This design comes from an exercise in tuning for small area, a short achievable clock period and few clock cycles on the open sky130 flow, not from production work.
Power is estimated from default activity; no workload was simulated.

ember:
==> flow/design.v <==
module drawing_rectangle( input  wire        clk,
                      input  wire        rst,
                      input  wire        req,
                      output wire        ack,
                      output wire        busy,
                      input  wire [15:0] r0,  
                      input  wire [15:0] r1,  
                      input  wire [15:0] r2,  
                      input  wire [15:0] r3,  
                      input  wire [15:0] r4,  
                      input  wire [15:0] r5,
                      input  wire [15:0] r6,
                      input  wire [15:0] r7,
                      output wire        de_req,
                      input  wire        de_ack,
                      output wire [17:0] de_addr,
                      output wire  [3:0] de_nbyte,
                      output wire        de_rnw,
                      output wire [31:0] de_w_data,
                      input  wire [31:0] de_r_data );
reg        pre;         
reg        run;         
reg        ack_r;       
reg        rnw;         
reg [16:0] addr;        
reg  [7:0] stride;      
reg  [7:0] cnt;         
reg  [8:0] rows;        
reg        lw;          
reg  [3:0] nb;          
wire  [9:0] x = r0[9:0];
wire  [9:0] w = r2[9:0];
wire  [7:0] c_and = r4[15:8];
wire  [7:0] c_xor = r4[7:0];
wire [11:0] ys = {3'b000, rows} + {1'b0, rows, 2'b00} + {9'd0, x[9:7]};
wire [16:0] start_addr = {ys, x[6:2]};
wire  [9:0] sw = (10'd644 - {8'd0, x[1:0]}) - w;
wire  [1:0] xs = x[1:0];
wire  [1:0] xe = x[1:0] + w[1:0] - 2'd1;
wire fill = (c_and == 8'd0);
wire single = (stride == 8'd160);           
wire last_word = lw;
wire last_row = (rows == 9'd1);
wire step = run & de_ack;
wire done = step & ~rnw & last_word & last_row;
wire start = req & ~pre & ~run & ~ack_r;
wire  [7:0] inc = last_word ? stride : 8'd1;
wire [16:0] addr_next = addr + {9'd0, inc};
assign ack = ack_r;
assign busy = pre | run;
assign de_req = run;
assign de_rnw = rnw;
assign de_addr = {1'b0, addr};
wire [3:0] ms = 4'b1111 << (3'd4 - {1'b0, xs});    
wire [3:0] me = 4'b1111 >> ({1'b0, xe} + 3'd1);    
assign de_nbyte = nb;
assign de_w_data = (de_r_data & {4{c_and}}) ^ {4{c_xor}};
always @(posedge clk) begin
	if (rst) begin
		pre <= 1'b0;
		run <= 1'b0;
		ack_r <= 1'b0;
	end else begin
		ack_r <= done;
		pre <= start;
		if (pre) run <= 1'b1;
		else if (done) run <= 1'b0;
	end
end
always @(posedge clk) begin
	if (start) begin
		stride <= sw[9:2];
		rows <= r1[8:0];
	end else if (pre) begin
		addr <= start_addr;
		cnt <= stride;
		rows <= r3[8:0];
		lw <= single;
		nb <= ms | (single ? me : 4'b0000);
		rnw <= ~fill;
	end else if (step) begin
		if (rnw) rnw <= 1'b0;
		else begin
			rnw <= ~fill;
			addr <= addr_next;
			if (last_word) begin
				cnt <= stride;
				rows <= rows - 9'd1;
				lw <= single;
				nb <= ms | (single ? me : 4'b0000);
			end else begin
				cnt <= cnt + 8'd1;
				lw <= (cnt == 8'd159);
				nb <= (cnt == 8'd159) ? me : 4'b0000;
			end
		end
	end
end
endmodule
export LEC_CHECK = 0
export CAP_MARGIN = 20
export CORE_MARGIN = 2
export CORE_UTILIZATION = 40
export SETUP_SLACK_MARGIN = 2.8
export SLEW_MARGIN = 20
create_clock -name core_clock -period 5.5 [get_ports {clk}]
standard.sh (not shown) runs the stock make flow with config.mk's settings and CLKGATE_MAP_FILE= SYNTH_SCRIPT=/design/flow/synth_recipe.tcl, a recipe that flattens the netlist after the stock synthesis.
==> flow/flow/run.sh <==
#!/bin/bash
set -e
export BUFFER_PORTS_ARGS="-buffer_cell sky130_fd_sc_hd__buf_1"
bash standard.sh finish > standard.log 2>&1
Every stage of the flow completed for ember, and the final layout passed the timing, DRC and antenna checks.
Edits applied to the flow inputs when going from ember to lagoon:
diff --git a/flow/design.v b/flow/design.v
--- a/flow/design.v
+++ b/flow/design.v
@@ -21,5 +21,4 @@
 reg        pre;         
 reg        run;         
-reg        ack_r;       
 reg        rnw;         
 reg [16:0] addr;        
@@ -29,13 +28,13 @@
 reg        lw;          
 reg  [3:0] nb;          
+reg  [1:0] xs, xe;      
+reg  [7:0] c_and, c_xor;
 wire  [9:0] x = r0[9:0];
 wire  [9:0] w = r2[9:0];
-wire  [7:0] c_and = r4[15:8];
-wire  [7:0] c_xor = r4[7:0];
 wire [11:0] ys = {3'b000, rows} + {1'b0, rows, 2'b00} + {9'd0, x[9:7]};
 wire [16:0] start_addr = {ys, x[6:2]};
 wire  [9:0] sw = (10'd644 - {8'd0, x[1:0]}) - w;
-wire  [1:0] xs = x[1:0];
-wire  [1:0] xe = x[1:0] + w[1:0] - 2'd1;
+wire  [1:0] xs_in = x[1:0];
+wire  [1:0] xe_in = x[1:0] + w[1:0] - 2'd1;
 wire fill = (c_and == 8'd0);
 wire single = (stride == 8'd160);           
@@ -44,8 +43,8 @@
 wire step = run & de_ack;
 wire done = step & ~rnw & last_word & last_row;
-wire start = req & ~pre & ~run & ~ack_r;
+wire start = req & ~pre & (~run | done);
 wire  [7:0] inc = last_word ? stride : 8'd1;
 wire [16:0] addr_next = addr + {9'd0, inc};
-assign ack = ack_r;
+assign ack = pre;
 assign busy = pre | run;
 assign de_req = run;
@@ -54,4 +53,6 @@
 wire [3:0] ms = 4'b1111 << (3'd4 - {1'b0, xs});    
 wire [3:0] me = 4'b1111 >> ({1'b0, xe} + 3'd1);    
+wire [3:0] ms_in = 4'b1111 << (3'd4 - {1'b0, xs_in});
+wire [3:0] me_in = 4'b1111 >> ({1'b0, xe_in} + 3'd1);
 assign de_nbyte = nb;
 assign de_w_data = (de_r_data & {4{c_and}}) ^ {4{c_xor}};
@@ -60,7 +61,5 @@
 		pre <= 1'b0;
 		run <= 1'b0;
-		ack_r <= 1'b0;
 	end else begin
-		ack_r <= done;
 		pre <= start;
 		if (pre) run <= 1'b1;
@@ -77,6 +76,10 @@
 		rows <= r3[8:0];
 		lw <= single;
-		nb <= ms | (single ? me : 4'b0000);
-		rnw <= ~fill;
+		nb <= ms_in | (single ? me_in : 4'b0000);
+		xs <= xs_in;
+		xe <= xe_in;
+		c_and <= r4[15:8];
+		c_xor <= r4[7:0];
+		rnw <= (r4[15:8] != 8'd0);
 	end else if (step) begin
 		if (rnw) rnw <= 1'b0;
[summary]
The achievable clock frequency of lagoon was inferior to that of ember. Die width up 7.2% in lagoon wrt ember. Run comparison: ember master of the slowest instance on the critical path fa_1; lagoon master of the slowest instance on the critical path fa_2. Number of instances in the synthesized netlist: lagoon and ember compared, lower one is ember. ember → lagoon: sequential share of layout area +5.2 points, routed wire length +24%.
Function was not checked in any run of this note: the RTL went through the layout flow alone.

========
Another version of the RTL of drawing_rectangle (not shown whole).
Size in the first run: about 480 cells after synthesis, about 50 flip-flops, roughly 0.0043 mm² of cells after synthesis.
==> module drawing_rectangle, before the edit <==
module drawing_rectangle( input  wire        clk,
                      input  wire        rst,
                      input  wire        req,
                      output wire        ack,
                      output wire        busy,
                      input  wire [15:0] r0,  
                      input  wire [15:0] r1,  
                      input  wire [15:0] r2,  
                      input  wire [15:0] r3,  
                      input  wire [15:0] r4,  
                      input  wire [15:0] r5,
                      input  wire [15:0] r6,
                      input  wire [15:0] r7,
                      output wire        de_req,
                      input  wire        de_ack,
                      output wire [17:0] de_addr,
                      output wire  [3:0] de_nbyte,
                      output wire        de_rnw,
                      output wire [31:0] de_w_data,
                      input  wire [31:0] de_r_data );
reg        run;         
reg        ack_r;       
reg        rnw;         
reg [16:0] addr;        
reg  [7:0] stride;      
reg  [7:0] cnt;         
reg  [8:0] rows;        
reg        lw;          
reg  [3:0] nb;          
wire  [8:0] y = r1[8:0];
wire  [9:0] x = r0[9:0];
wire  [9:0] w = r2[9:0];
wire  [7:0] c_and = r4[15:8];
wire  [7:0] c_xor = r4[7:0];
wire [11:0] y5 = {3'b000, y} + {1'b0, y, 2'b00};
wire [11:0] ys = y5 + {9'd0, x[9:7]};
wire [16:0] start_addr = {ys, x[6:2]};
wire  [9:0] sw = (10'd644 - {8'd0, x[1:0]}) - w;
wire  [1:0] xs = x[1:0];
wire  [1:0] xe = x[1:0] + w[1:0] - 2'd1;
wire fill = (c_and == 8'd0);
wire last_word = lw;
wire single = (stride == 8'd160);           
wire last_row = (rows == 9'd1);
wire step = run & de_ack;
wire done = step & ~rnw & last_word & last_row;
wire start = req & ~run & ~ack_r;
wire  [7:0] inc = last_word ? stride : 8'd1;
wire [16:0] addr_next = addr + {9'd0, inc};
assign ack = ack_r;
assign busy = run;
assign de_req = run;
assign de_rnw = rnw;
assign de_addr = {1'b0, addr};
wire [3:0] ms = 4'b1111 << (3'd4 - {1'b0, xs});    
wire [3:0] me = 4'b1111 >> ({1'b0, xe} + 3'd1);    
assign de_nbyte = nb;
assign de_w_data = (de_r_data & {4{c_and}}) ^ {4{c_xor}};
always @(posedge clk) begin
	if (rst) begin
		run <= 1'b0;
		ack_r <= 1'b0;
	end else begin
		ack_r <= done;
		if (start) run <= 1'b1;
		else if (done) run <= 1'b0;
	end
end
always @(posedge clk) begin
	if (start) begin
		addr <= start_addr;
		stride <= sw[9:2];
		cnt <= sw[9:2];
		rows <= r3[8:0];
		lw <= (sw[9:2] == 8'd160);
		nb <= ms | ((sw[9:2] == 8'd160) ? me : 4'b0000);
		rnw <= ~fill;
	end else if (step) begin
		if (rnw) rnw <= 1'b0;
		else begin
			rnw <= ~fill;
			if (last_word) begin
				lw <= single;
				nb <= ms | (single ? me : 4'b0000);
			end else begin
				lw <= (cnt == 8'd159);
				nb <= (cnt == 8'd159) ? me : 4'b0000;
			end
			addr <= addr_next;
			cnt <= last_word ? stride : cnt + 8'd1;
			if (last_word) rows <= rows - 9'd1;
		end
	end
end
endmodule
export LEC_CHECK = 0
export CAP_MARGIN = 20
export CORE_MARGIN = 2
export CORE_UTILIZATION = 40
export SETUP_SLACK_MARGIN = 2.5
export SLEW_MARGIN = 20
create_clock -name core_clock -period 5.5 [get_ports {clk}]
run.sh (not shown) runs the stock make flow with config.mk's settings and CLKGATE_MAP_FILE= SYNTH_SCRIPT=/design/flow/synth_recipe.tcl, a recipe that flattens the netlist after the stock synthesis.
Stock flow here: none of the scripts above is used.
Rerun with:
--- a/flow/design.v
+++ b/flow/design.v
@@ -24,10 +24,9 @@
 reg [16:0] addr;        
 reg  [7:0] stride;      
 reg  [7:0] cnt;         
 reg  [8:0] rows;        
-reg        lw;          
-reg  [3:0] nb;          
+reg        first;       
 wire  [8:0] y = r1[8:0];
 wire  [9:0] x = r0[9:0];
 wire  [9:0] w = r2[9:0];
 wire  [7:0] c_and = r4[15:8];
@@ -38,10 +37,9 @@
 wire  [9:0] sw = (10'd644 - {8'd0, x[1:0]}) - w;
 wire  [1:0] xs = x[1:0];
 wire  [1:0] xe = x[1:0] + w[1:0] - 2'd1;
 wire fill = (c_and == 8'd0);
-wire last_word = lw;
-wire single = (stride == 8'd160);           
+wire last_word = (cnt == 8'd160);
 wire last_row = (rows == 9'd1);
 wire step = run & de_ack;
 wire done = step & ~rnw & last_word & last_row;
 wire start = req & ~run & ~ack_r;
@@ -53,9 +51,9 @@
 assign de_rnw = rnw;
 assign de_addr = {1'b0, addr};
 wire [3:0] ms = 4'b1111 << (3'd4 - {1'b0, xs});    
 wire [3:0] me = 4'b1111 >> ({1'b0, xe} + 3'd1);    
-assign de_nbyte = nb;
+assign de_nbyte = (first ? ms : 4'b0000) | (last_word ? me : 4'b0000);
 assign de_w_data = (de_r_data & {4{c_and}}) ^ {4{c_xor}};
 always @(posedge clk) begin
 	if (rst) begin
 		run <= 1'b0;
@@ -71,22 +69,15 @@
 		addr <= start_addr;
 		stride <= sw[9:2];
 		cnt <= sw[9:2];
 		rows <= r3[8:0];
-		lw <= (sw[9:2] == 8'd160);
-		nb <= ms | ((sw[9:2] == 8'd160) ? me : 4'b0000);
+		first <= 1'b1;
 		rnw <= ~fill;
 	end else if (step) begin
 		if (rnw) rnw <= 1'b0;
 		else begin
 			rnw <= ~fill;
-			if (last_word) begin
-				lw <= single;
-				nb <= ms | (single ? me : 4'b0000);
-			end else begin
-				lw <= (cnt == 8'd159);
-				nb <= (cnt == 8'd159) ? me : 4'b0000;
-			end
+			first <= last_word;
 			addr <= addr_next;
 			cnt <= last_word ? stride : cnt + 8'd1;
 			if (last_word) rows <= rows - 9'd1;
 		end
Cell area drops by 6.8%.
Clock power grows by 29%.
Non-clock buffer count goes down by 2.
Critical path depth decreases by 1.
Utilization fell by 0.43 points.
Final cell count decreases by 4.8%.
Maximum frequency falls by 2.2%.
Clock skew came out higher by 3.9 ps.
Worst setup slack degrades by 69 ps.
Sequential cell count drops by 4.
Total power went down by 11%.
First-iteration DRC count falls by 45%.
Wire length fell by 14%.
No run of this note included a check of the RTL's function; only the layout flow was run.

## what the ideal ports hide
No port has a modelled driver above. Below, the same layouts with a new extraction and two added sets of constraints.
Step 1 assumes that a clkbuf_16 drives the clock port and a buf_2 every other input.
Step 2, shift: input delay + t, output delay - t, t = (earliest + latest rising clock arrival at the registers) / 2. This alone moves slack from input paths to output paths.
Slacks: ideal ports / drivers / drivers and shift; pairs: ideal ports / drivers.
run	shift t [ns]	setup slack, ns	worst register clock-pin slew, ns	pins driven straight from the clock port
ember	0.338	2.555 / 2.532 / 2.194	0.10 / 0.10	1
lagoon	0.373	2.193 / 2.182 / 1.809	0.06 / 0.06	1
the first run of note 2	0.333	2.422 / 2.416 / 2.083	0.09 / 0.09	1
the second run of note 2	0.339	2.353 / 2.324 / 2.072	0.10 / 0.10	1
After both steps setup and hold are still met in every run listed. For lagoon, which loses most, drivers alone change the setup slack by -0.011 ns; drivers and shift together by -0.384 ns.
